What follows belongs to an exercise in optimizing a design on an open flow for a short achievable clock period and few clock cycles; a production flow would make more cautious choices. In this exercise RTL edits were held to simulation tests only and were not proved equivalent to the original.

==> inputs of run E <==
==> flow/design.v <==
`timescale 1ns / 1ps
module CPU_RV32I (
    input  logic        clk,
    input  logic        reset,
    input  logic [31:0] instrCode,
    output logic [31:0] instrMemAddr,
    output logic        busWe,
    output logic [31:0] busAddr,
    output logic [31:0] busWData,
    input  logic [31:0] busRData,
    output logic        transfer,
    input  logic        ready
);
    localparam int QN = 4;            
    localparam int QW = 2;
    logic [31:0] pc;                  
    logic        btb_v;
    logic [31:2] btb_pc;
    logic [31:0] btb_tgt;
    logic        v_d;
    logic [31:0] ir, pc_d, pc4_d, immx_d, immbj_d;
    logic [31:1] s1_d, s2_d;          
    logic        pf_d, dpred_d, fjal_d;
    logic [31:12] phi_p1_d, phi_m1_d;  
    logic        r_d, i_d, l_d, s_d, b_d, lui_d, aui_d, jal_d, jalr_d;
    logic        v_e;
    logic [31:0] a_e, bx_e, sd_e, alt_e;
    logic [ 4:0] rd_e;
    logic        wr_e, ld_e, st_e, jalr_e, sub_e, arith_e;
    logic        c_eq, c_ne, c_lt, c_ge, c_ltu, c_geu;
    logic        r_sum, r_slt, r_sltu, r_xor, r_or, r_and, r_sll, r_sr, r_link;
    logic        v_w;
    logic [ 4:0] rd_w;
    logic [31:0] res_w;
    logic [QN-1:0]       qv, qwe, qrdv;
    logic [QN-1:0][4:0]  qrd;
    logic [QN-1:0][31:0] qaddr, qwdata;
    logic [QW-1:0]       qh, qt;
    logic [QW:0]         qc;
    logic                b_rdv;
    logic [ 4:0]         b_rd;
    logic        ldv;
    logic [ 4:0] ld_rd;
    logic [31:0] ldr;
    assign instrMemAddr = pc;
    logic [31:0] rfv[1:31];
    genvar gi;
    generate
        for (gi = 1; gi < 32; gi++) begin : g_rf
            logic [31:0] r;
            always_ff @(posedge clk) begin
                if (v_w && rd_w == gi) r <= res_w;
                else if (ldv && ld_rd == gi) r <= ldr;
            end
            assign rfv[gi] = r;
        end
    endgenerate
    wire [6:0] f_opc = instrCode[6:0];
    wire f_r = (f_opc == 7'b0110011);
    wire f_i = (f_opc == 7'b0010011);
    wire f_l = (f_opc == 7'b0000011);
    wire f_s = (f_opc == 7'b0100011);
    wire f_b = (f_opc == 7'b1100011);
    wire f_lui = (f_opc == 7'b0110111);
    wire f_aui = (f_opc == 7'b0010111);
    wire f_jal = (f_opc == 7'b1101111);
    wire f_jalr = (f_opc == 7'b1100111);
    wire [31:0] f_immI = {{20{instrCode[31]}}, instrCode[31:20]};
    wire [31:0] f_immS = {{20{instrCode[31]}}, instrCode[31:25], instrCode[11:7]};
    wire [31:0] f_immB = {{20{instrCode[31]}}, instrCode[7], instrCode[30:25], instrCode[11:8], 1'b0};
    wire [31:0] f_immU = {instrCode[31:12], 12'b0};
    wire [31:0] f_immJ = {{12{instrCode[31]}}, instrCode[19:12], instrCode[20], instrCode[30:21], 1'b0};
    logic [31:1] f_s1, f_s2;
    always_comb begin
        for (int i = 1; i < 32; i++) begin
            f_s1[i] = (instrCode[19:15] == i[4:0]);
            f_s2[i] = (instrCode[24:20] == i[4:0]);
        end
    end
    wire [31:0] pc4 = pc + 32'd4;
    wire f_jal_near = f_jal & (instrCode[31] ? &instrCode[19:12] : ~|instrCode[19:12]);
    wire [4:0] rd = ir[11:7];
    wire [2:0] f3 = ir[14:12];
    wire [4:0] rs1 = ir[19:15];
    wire [4:0] rs2 = ir[24:20];
    wire use1 = (r_d | i_d | l_d | s_d | b_d | jalr_d) & (rs1 != 5'd0);
    wire use2 = (r_d | s_d | b_d) & (rs2 != 5'd0);
    wire wrd = (r_d | i_d | l_d | lui_d | aui_d | jal_d | jalr_d) & (rd != 5'd0);
    wire mem_d = l_d | s_d;
    wire [12:0] tlo = {1'b0, pc_d[11:0]} + {1'b0, immbj_d[11:0]};
    wire [31:12] thi = immbj_d[31] ? (tlo[12] ? pc_d[31:12] : phi_m1_d) : (tlo[12] ? phi_p1_d : pc_d[31:12]);
    wire [31:0] tgt_d = {thi, tlo[11:0]};
    wire pe_v = v_e & ld_e & wr_e;
    wire pb_v = transfer & b_rdv;
    function automatic logic pend(input logic [4:0] x);
        pend = (pe_v && rd_e == x) || (pb_v && b_rd == x);
        for (int i = 0; i < QN; i++) if (qv[i] && qrdv[i] && qrd[i] == x) pend = 1'b1;
    endfunction
    wire qroom = ({1'b0, qc} + {{QW{1'b0}}, v_e & (ld_e | st_e)}) < QN;
    wire hold_d = v_d & ((use1 & pend(rs1)) | (use2 & pend(rs2)) | (wrd & pend(rd)) | (mem_d & ~qroom));
    wire [32:0] sum33 = {1'b0, a_e} + {1'b0, bx_e} + {32'b0, sub_e};
    wire [31:0] sum = sum33[31:0];
    wire ltu = ~sum33[32];
    wire lt = (a_e[31] == bx_e[31]) ? a_e[31] : sum[31];
    wire eq = &(a_e ^ bx_e);
    wire [31:0] sll = a_e << bx_e[4:0];
    wire [31:0] srx = 32'($signed({arith_e & a_e[31], a_e}) >>> bx_e[4:0]);
    wire [31:0] res_other = ({32{r_xor}} & (a_e ^ bx_e)) | ({32{r_or}} & (a_e | bx_e)) |
                            ({32{r_and}} & (a_e & bx_e)) | ({32{r_sll}} & sll) | ({32{r_sr}} & srx) |
                            ({32{r_link}} & alt_e) | {31'b0, (r_slt & lt) | (r_sltu & ltu)};
    wire [31:0] alu_res = r_sum ? sum : res_other;
    wire redir_br = (c_eq & eq) | (c_ne & ~eq) | (c_lt & lt) | (c_ge & ~lt) | (c_ltu & ltu) | (c_geu & ~ltu);
    wire redir_jr = v_e & jalr_e;        
    wire redir_e = redir_br | redir_jr;
    wire mem_e = v_e & (ld_e | st_e);
    wire ebyp = v_e & wr_e & ~ld_e;
    wire wb1 = v_w & (rd_w == rs1);
    wire wb2 = v_w & (rd_w == rs2);
    wire lb1 = ldv & (ld_rd == rs1);
    wire lb2 = ldv & (ld_rd == rs2);
    logic [31:0] rf1, rf2;
    always_comb begin
        rf1 = 32'b0;
        rf2 = 32'b0;
        for (int i = 1; i < 32; i++) begin
            rf1 = rf1 | ({32{s1_d[i]}} & rfv[i]);
            rf2 = rf2 | ({32{s2_d[i]}} & rfv[i]);
        end
    end
    wire [31:0] r1_early = wb1 ? res_w : lb1 ? ldr : rf1;
    wire [31:0] r2_early = wb2 ? res_w : lb2 ? ldr : rf2;
    wire byp1 = ebyp & (rd_e == rs1);
    wire byp2 = ebyp & (rd_e == rs2);
    wire sub_d = b_d | (r_d & ir[30] & f3 == 3'b000) | ((r_d | i_d) & (f3 == 3'b010 || f3 == 3'b011));
    wire b_rs2 = r_d | b_d;
    wire [31:0] a_early = lui_d ? 32'b0 : (aui_d | fjal_d) ? pc_d : r1_early;
    wire [31:0] b_early = b_rs2 ? r2_early : fjal_d ? immbj_d : immx_d;
    wire selA_e = byp1 & ~lui_d & ~aui_d & ~fjal_d;
    wire selB_e = byp2 & b_rs2;
    wire [31:0] a_next = selA_e ? alu_res : a_early;
    wire [31:0] bx_next = (selB_e ? alu_res : b_early) ^ {32{sub_d}};
    wire [31:0] sd_next = byp2 ? alu_res : r2_early;
    wire d_go = v_d & ~hold_d;                   
    wire f_take = ~v_d | d_go;                   
    wire dredir = d_go & (dpred_d ^ pf_d);
    wire [31:0] dredir_pc = pf_d ? pc4_d : tgt_d;
    wire btb_hit = btb_v & (btb_pc == pc[31:2]);
    always_ff @(posedge clk, posedge reset) begin
        if (reset) begin
            pc  <= 32'b0;
            v_d <= 1'b0;
        end else if (redir_e) begin
            pc  <= redir_jr ? sum : alt_e;
            v_d <= 1'b0;
        end else if (f_take) begin
            if (dredir) begin
                pc  <= dredir_pc;
                v_d <= 1'b0;
            end else begin
                pc  <= btb_hit ? btb_tgt : pc4;
                v_d <= 1'b1;
            end
        end
    end
    always_ff @(posedge clk, posedge reset) begin
        if (reset) btb_v <= 1'b0;
        else if (v_d && dpred_d && !pf_d) btb_v <= 1'b1;
    end
    always_ff @(posedge clk) begin
        if (f_take) begin
            ir      <= instrCode;
            pc_d    <= pc;
            pc4_d   <= pc4;
            pf_d    <= btb_hit;
            s1_d    <= f_s1;
            s2_d    <= f_s2;
            immx_d  <= f_s ? f_immS : (f_lui | f_aui) ? f_immU : f_immI;
            immbj_d <= f_jal ? f_immJ : f_immB;
            dpred_d <= f_jal_near | (f_b & instrCode[31]);
            fjal_d  <= f_jal & ~f_jal_near;
            phi_p1_d <= pc[31:12] + 20'd1;
            phi_m1_d <= pc[31:12] - 20'd1;
            r_d     <= f_r;
            i_d     <= f_i;
            l_d     <= f_l;
            s_d     <= f_s;
            b_d     <= f_b;
            lui_d   <= f_lui;
            aui_d   <= f_aui;
            jal_d   <= f_jal;
            jalr_d  <= f_jalr;
        end
        if (v_d && dpred_d && !pf_d) begin
            btb_pc  <= pc_d[31:2];
            btb_tgt <= tgt_d;
        end
    end
    wire e_in = d_go & ~redir_e;
    always_ff @(posedge clk, posedge reset) begin
        if (reset) v_e <= 1'b0;
        else v_e <= e_in;
    end
    always_ff @(posedge clk) begin
        a_e     <= a_next;
        bx_e    <= bx_next;
        sd_e    <= sd_next;
        alt_e   <= (b_d & ~ir[31]) ? tgt_d : pc4_d;
        rd_e    <= rd;
        wr_e    <= wrd;
        ld_e    <= l_d;
        st_e    <= s_d;
        jalr_e  <= jalr_d | fjal_d;
        c_eq    <= e_in & b_d & ((f3 == 3'b000 && !ir[31]) || (f3 == 3'b001 && ir[31]));
        c_ne    <= e_in & b_d & ((f3 == 3'b001 && !ir[31]) || (f3 == 3'b000 && ir[31]));
        c_lt    <= e_in & b_d & ((f3 == 3'b100 && !ir[31]) || (f3 == 3'b101 && ir[31]));
        c_ge    <= e_in & b_d & ((f3 == 3'b101 && !ir[31]) || (f3 == 3'b100 && ir[31]));
        c_ltu   <= e_in & b_d & ((f3 == 3'b110 && !ir[31]) || (f3 == 3'b111 && ir[31]));
        c_geu   <= e_in & b_d & ((f3 == 3'b111 && !ir[31]) || (f3 == 3'b110 && ir[31]));
        sub_e   <= sub_d;
        arith_e <= ir[30];
        r_sum   <= ((r_d | i_d) & f3 == 3'b000) | lui_d | aui_d | l_d | s_d;
        r_slt   <= (r_d | i_d) & f3 == 3'b010;
        r_sltu  <= (r_d | i_d) & f3 == 3'b011;
        r_xor   <= (r_d | i_d) & f3 == 3'b100;
        r_or    <= (r_d | i_d) & f3 == 3'b110;
        r_and   <= (r_d | i_d) & f3 == 3'b111;
        r_sll   <= (r_d | i_d) & f3 == 3'b001;
        r_sr    <= (r_d | i_d) & f3 == 3'b101;
        r_link  <= jal_d | jalr_d;
    end
    always_ff @(posedge clk, posedge reset) begin
        if (reset) v_w <= 1'b0;
        else v_w <= v_e & wr_e & ~ld_e;
    end
    always_ff @(posedge clk) begin
        rd_w  <= rd_e;
        res_w <= alu_res;
    end
    wire q_empty = (qc == '0);
    wire bfree = ~transfer | ready;
    wire pop = bfree & ~q_empty;
    wire push = mem_e & ~(bfree & q_empty);
    always_ff @(posedge clk, posedge reset) begin
        if (reset) begin
            transfer <= 1'b0;
            ldv      <= 1'b0;
            qv       <= '0;
            qh       <= '0;
            qt       <= '0;
            qc       <= '0;
        end else begin
            ldv <= transfer & ready & b_rdv;
            if (bfree) transfer <= ~q_empty | mem_e;
            if (pop) begin
                qv[qh] <= 1'b0;
                qh     <= qh + 1'b1;
            end
            if (push) begin
                qv[qt] <= 1'b1;
                qt     <= qt + 1'b1;
            end
            qc <= qc + {{QW{1'b0}}, push} - {{QW{1'b0}}, pop};
        end
    end
    always_ff @(posedge clk) begin
        ldr   <= busRData;
        ld_rd <= b_rd;
        for (int i = 0; i < QN; i++) begin
            if (qt == i[QW-1:0] && !qv[i]) begin
                qwe[i]    <= st_e;
                qaddr[i]  <= sum;
                qwdata[i] <= sd_e;
                qrd[i]    <= rd_e;
                qrdv[i]   <= ld_e & wr_e;
            end
        end
        if (bfree) begin
            if (!q_empty) begin
                busWe    <= qwe[qh];
                busAddr  <= qaddr[qh];
                busWData <= qwdata[qh];
                b_rd     <= qrd[qh];
                b_rdv    <= qrdv[qh];
            end else begin
                busWe    <= st_e;
                busAddr  <= sum;
                busWData <= sd_e;
                b_rd     <= rd_e;
                b_rdv    <= ld_e & wr_e;
            end
        end
    end
endmodule
==> flow/run.sh <==
#!/bin/bash
# synth_recipe.tcl (not shown) runs the flow's synth.tcl, then flattens the netlist and writes it again
# the make line also repeats each setting of config.mk as NAME=value (left out here)
make -C /OpenROAD-flow-scripts/flow DESIGN_CONFIG=/design/flow/config.mk WORK_HOME=/design/flow/orfs CLKGATE_MAP_FILE= SYNTH_SCRIPT=/design/flow/synth_recipe.tcl finish
==> flow/config.mk <==
export PLATFORM = sky130hd
export DESIGN_NAME = CPU_RV32I
export DESIGN_NICKNAME = CPU_RV32I
export VERILOG_FILES = /design/flow/design.v
export SDC_FILE = /design/flow/constraint.sdc
export NUM_CORES = 4
export LEC_CHECK = 0
export CAP_MARGIN = 20
export CORE_MARGIN = 2
export CORE_UTILIZATION = 30
export PLACE_DENSITY = 0.5
export SETUP_SLACK_MARGIN = 4.5
export SLEW_MARGIN = 20
==> flow/constraint.sdc <==
create_clock -name core_clock -period 8.0 [get_ports {clk}]
set_input_delay 1.6000 -clock core_clock [delete_from_list [all_inputs] [get_ports {clk}]]
set_output_delay 1.6000 -clock core_clock [all_outputs]
set_load 0.01 [all_outputs]
==> run P: changes against run E <==
--- a/flow/design.v
+++ b/flow/design.v
@@ -23,2 +23,4 @@
     logic        pf_d, dpred_d, fjal_d;
+    logic        jr_pend;             
+    logic [31:0] jt;
     logic [31:12] phi_p1_d, phi_m1_d;  
@@ -72,9 +74,2 @@
     wire [31:0] f_immJ = {{12{instrCode[31]}}, instrCode[19:12], instrCode[20], instrCode[30:21], 1'b0};
-    logic [31:1] f_s1, f_s2;
-    always_comb begin
-        for (int i = 1; i < 32; i++) begin
-            f_s1[i] = (instrCode[19:15] == i[4:0]);
-            f_s2[i] = (instrCode[24:20] == i[4:0]);
-        end
-    end
     wire [31:0] pc4 = pc + 32'd4;
@@ -102,4 +97,31 @@
     wire [31:0] sum = sum33[31:0];
-    wire ltu = ~sum33[32];
-    wire lt = (a_e[31] == bx_e[31]) ? a_e[31] : sum[31];
+    wire [31:0] cb = ~bx_e;
+    logic ltu;
+    always_comb begin
+        logic [31:0] l0, e0;
+        logic [15:0] l1, e1;
+        logic [7:0] l2, e2;
+        logic [3:0] l3, e3;
+        logic [1:0] l4, e4;
+        l0 = ~a_e & cb;
+        e0 = ~(a_e ^ cb);
+        for (int i = 0; i < 16; i++) begin
+            l1[i] = l0[2*i+1] | (e0[2*i+1] & l0[2*i]);
+            e1[i] = e0[2*i+1] & e0[2*i];
+        end
+        for (int i = 0; i < 8; i++) begin
+            l2[i] = l1[2*i+1] | (e1[2*i+1] & l1[2*i]);
+            e2[i] = e1[2*i+1] & e1[2*i];
+        end
+        for (int i = 0; i < 4; i++) begin
+            l3[i] = l2[2*i+1] | (e2[2*i+1] & l2[2*i]);
+            e3[i] = e2[2*i+1] & e2[2*i];
+        end
+        for (int i = 0; i < 2; i++) begin
+            l4[i] = l3[2*i+1] | (e3[2*i+1] & l3[2*i]);
+            e4[i] = e3[2*i+1] & e3[2*i];
+        end
+        ltu = l4[1] | (e4[1] & l4[0]);
+    end
+    wire lt = (a_e[31] != cb[31]) ? a_e[31] : ltu;
     wire eq = &(a_e ^ bx_e);
@@ -111,4 +133,4 @@
     wire [31:0] alu_res = r_sum ? sum : res_other;
-    wire redir_br = (c_eq & eq) | (c_ne & ~eq) | (c_lt & lt) | (c_ge & ~lt) | (c_ltu & ltu) | (c_geu & ~ltu);
-    wire redir_jr = v_e & jalr_e;        
+    wire redir_br = v_e & ((c_eq & eq) | (c_ne & ~eq) | (c_lt & lt) | (c_ge & ~lt) | (c_ltu & ltu) | (c_geu & ~ltu));
+    wire redir_jr = v_e & jalr_e;
     wire redir_e = redir_br | redir_jr;
@@ -129,4 +151,2 @@
     end
-    wire [31:0] r1_early = wb1 ? res_w : lb1 ? ldr : rf1;
-    wire [31:0] r2_early = wb2 ? res_w : lb2 ? ldr : rf2;
     wire byp1 = ebyp & (rd_e == rs1);
@@ -135,9 +155,25 @@
     wire b_rs2 = r_d | b_d;
-    wire [31:0] a_early = lui_d ? 32'b0 : (aui_d | fjal_d) ? pc_d : r1_early;
-    wire [31:0] b_early = b_rs2 ? r2_early : fjal_d ? immbj_d : immx_d;
-    wire selA_e = byp1 & ~lui_d & ~aui_d & ~fjal_d;
-    wire selB_e = byp2 & b_rs2;
-    wire [31:0] a_next = selA_e ? alu_res : a_early;
-    wire [31:0] bx_next = (selB_e ? alu_res : b_early) ^ {32{sub_d}};
-    wire [31:0] sd_next = byp2 ? alu_res : r2_early;
+    wire a_rs = ~lui_d & ~aui_d & ~fjal_d;
+    wire sA_E = a_rs & byp1;
+    wire sA_W = a_rs & ~byp1 & wb1;
+    wire sA_L = a_rs & ~byp1 & ~wb1 & lb1;
+    wire sA_R = a_rs & ~byp1 & ~wb1 & ~lb1;
+    wire sA_P = aui_d | fjal_d;
+    wire sB_E = b_rs2 & byp2;
+    wire sB_W = b_rs2 & ~byp2 & wb2;
+    wire sB_L = b_rs2 & ~byp2 & ~wb2 & lb2;
+    wire sB_R = b_rs2 & ~byp2 & ~wb2 & ~lb2;
+    wire sB_I = ~b_rs2 & ~fjal_d;
+    wire sB_J = fjal_d;
+    wire sS_E = byp2;
+    wire sS_W = ~byp2 & wb2;
+    wire sS_L = ~byp2 & ~wb2 & lb2;
+    wire sS_R = ~byp2 & ~wb2 & ~lb2;
+    wire [31:0] a_next = ({32{sA_E}} & alu_res) | ({32{sA_W}} & res_w) | ({32{sA_L}} & ldr) |
+                         ({32{sA_R}} & rf1) | ({32{sA_P}} & pc_d);
+    wire [31:0] b_pre = ({32{sB_E}} & alu_res) | ({32{sB_W}} & res_w) | ({32{sB_L}} & ldr) |
+                        ({32{sB_R}} & rf2) | ({32{sB_I}} & immx_d) | ({32{sB_J}} & immbj_d);
+    wire [31:0] bx_next = b_pre ^ {32{sub_d}};
+    wire [31:0] sd_next = ({32{sS_E}} & alu_res) | ({32{sS_W}} & res_w) | ({32{sS_L}} & ldr) |
+                          ({32{sS_R}} & rf2);
     wire d_go = v_d & ~hold_d;                   
@@ -145,2 +181,11 @@
     wire dredir = d_go & (dpred_d ^ pf_d);
+    wire [4:0] n_rs1 = f_take ? instrCode[19:15] : ir[19:15];
+    wire [4:0] n_rs2 = f_take ? instrCode[24:20] : ir[24:20];
+    logic [31:1] f_s1, f_s2;
+    always_comb begin
+        for (int i = 1; i < 32; i++) begin
+            f_s1[i] = (n_rs1 == i[4:0]);
+            f_s2[i] = (n_rs2 == i[4:0]);
+        end
+    end
     wire [31:0] dredir_pc = pf_d ? pc4_d : tgt_d;
@@ -151,4 +196,9 @@
             v_d <= 1'b0;
-        end else if (redir_e) begin
-            pc  <= redir_jr ? sum : alt_e;
+        end else if (redir_br) begin
+            pc  <= alt_e;
+            v_d <= 1'b0;
+        end else if (jr_pend) begin
+            pc  <= jt;
+            v_d <= 1'b0;
+        end else if (redir_jr) begin
             v_d <= 1'b0;
@@ -165,2 +215,7 @@
     always_ff @(posedge clk, posedge reset) begin
+        if (reset) jr_pend <= 1'b0;
+        else jr_pend <= redir_jr;
+    end
+    always_ff @(posedge clk) jt <= sum;
+    always_ff @(posedge clk, posedge reset) begin
         if (reset) btb_v <= 1'b0;
@@ -169,2 +224,4 @@
     always_ff @(posedge clk) begin
+        s1_d <= f_s1;
+        s2_d <= f_s2;
         if (f_take) begin
@@ -174,4 +231,2 @@
             pf_d    <= btb_hit;
-            s1_d    <= f_s1;
-            s2_d    <= f_s2;
             immx_d  <= f_s ? f_immS : (f_lui | f_aui) ? f_immU : f_immI;
@@ -212,8 +267,8 @@
         jalr_e  <= jalr_d | fjal_d;
-        c_eq    <= e_in & b_d & ((f3 == 3'b000 && !ir[31]) || (f3 == 3'b001 && ir[31]));
-        c_ne    <= e_in & b_d & ((f3 == 3'b001 && !ir[31]) || (f3 == 3'b000 && ir[31]));
-        c_lt    <= e_in & b_d & ((f3 == 3'b100 && !ir[31]) || (f3 == 3'b101 && ir[31]));
-        c_ge    <= e_in & b_d & ((f3 == 3'b101 && !ir[31]) || (f3 == 3'b100 && ir[31]));
-        c_ltu   <= e_in & b_d & ((f3 == 3'b110 && !ir[31]) || (f3 == 3'b111 && ir[31]));
-        c_geu   <= e_in & b_d & ((f3 == 3'b111 && !ir[31]) || (f3 == 3'b110 && ir[31]));
+        c_eq    <= d_go & b_d & ((f3 == 3'b000 && !ir[31]) || (f3 == 3'b001 && ir[31]));
+        c_ne    <= d_go & b_d & ((f3 == 3'b001 && !ir[31]) || (f3 == 3'b000 && ir[31]));
+        c_lt    <= d_go & b_d & ((f3 == 3'b100 && !ir[31]) || (f3 == 3'b101 && ir[31]));
+        c_ge    <= d_go & b_d & ((f3 == 3'b101 && !ir[31]) || (f3 == 3'b100 && ir[31]));
+        c_ltu   <= d_go & b_d & ((f3 == 3'b110 && !ir[31]) || (f3 == 3'b111 && ir[31]));
+        c_geu   <= d_go & b_d & ((f3 == 3'b111 && !ir[31]) || (f3 == 3'b110 && ir[31]));
         sub_e   <= sub_d;
==> impl_metrics.tcl <==
set metrics [dict create \
    critical_path_end "a_e[31]" \
    initial_core_util 0.301 \
    groute.usage.overall 0.303 \
    post_synth_main_area_contributors "sky130_fd_sc_hd__edfxtp_1, sky130_fd_sc_hd__mux2_2, sky130_fd_sc_hd__dfxtp_1, sky130_fd_sc_hd__a22o_1, sky130_fd_sc_hd__mux4_2" \
    slew_headroom 0.0998 \
    run_status "complete, no violations" \
    power.leakage_nw 40.8 \
    xor_xnor_share_of_the_synthesized_area 0.0231 \
]
[end of results for run E]
==> impl_metrics.tcl <==
set metrics [dict create \
    reg2reg_depth 11 \
    worstSetupPathType "reg -> reg" \
    synth.top_cells.by_count "sky130_fd_sc_hd__edfxtp_1, sky130_fd_sc_hd__mux2_2, sky130_fd_sc_hd__clkbuf_1" \
    cts_clock_pin_slew_for_the_worst_setup_and_hold_paths_ns 0.06 \
    run_status "complete, no violations" \
    power.leakage_nw 40.7 \
    max_cap_viol 0 \
    critical_path_end "bx_e[14]" \
    highest-signal-layer "met5" \
    groute.usage.overall 0.296 \
    xor_xnor_share_of_the_synthesized_area 0.0241 \
]
[end of results for run P]
Testbench counts of run E, summed over its fixed seeds: cycles 51,353.
Testbench counts of run P, summed over its fixed seeds: cycles 51,571.

re-timing with driven ports:
In the flow no input, the clock included, has a driving cell. The finished layouts below were timed again as built, in two steps.
Step 1, drivers: a clkbuf_16 drives clk and a buf_2 each remaining input, both assumed.
Step 2 times the ports against the registers' clock, not the clock port: input delays grow and output delays shrink by t, the midpoint of the rising clock arrivals with the driver on.
Three values: no drivers, after step 1, after step 2; two values: the first two.
run	t (ns)	setup WS [ns]	slew at the worst register clock pin (ns)	worst data-port slew with drivers (ns)
run E	1.016	4.142 / 4.142 / 3.765	0.07 / 0.07	0.18
run P	1.019	4.298 / 4.298 / 3.738	0.07 / 0.07	0.12
After both steps setup and hold are still met in every run listed. The setup slack of run P, which loses most, moves by 0.000 ns with the drivers and by -0.560 ns with both steps.
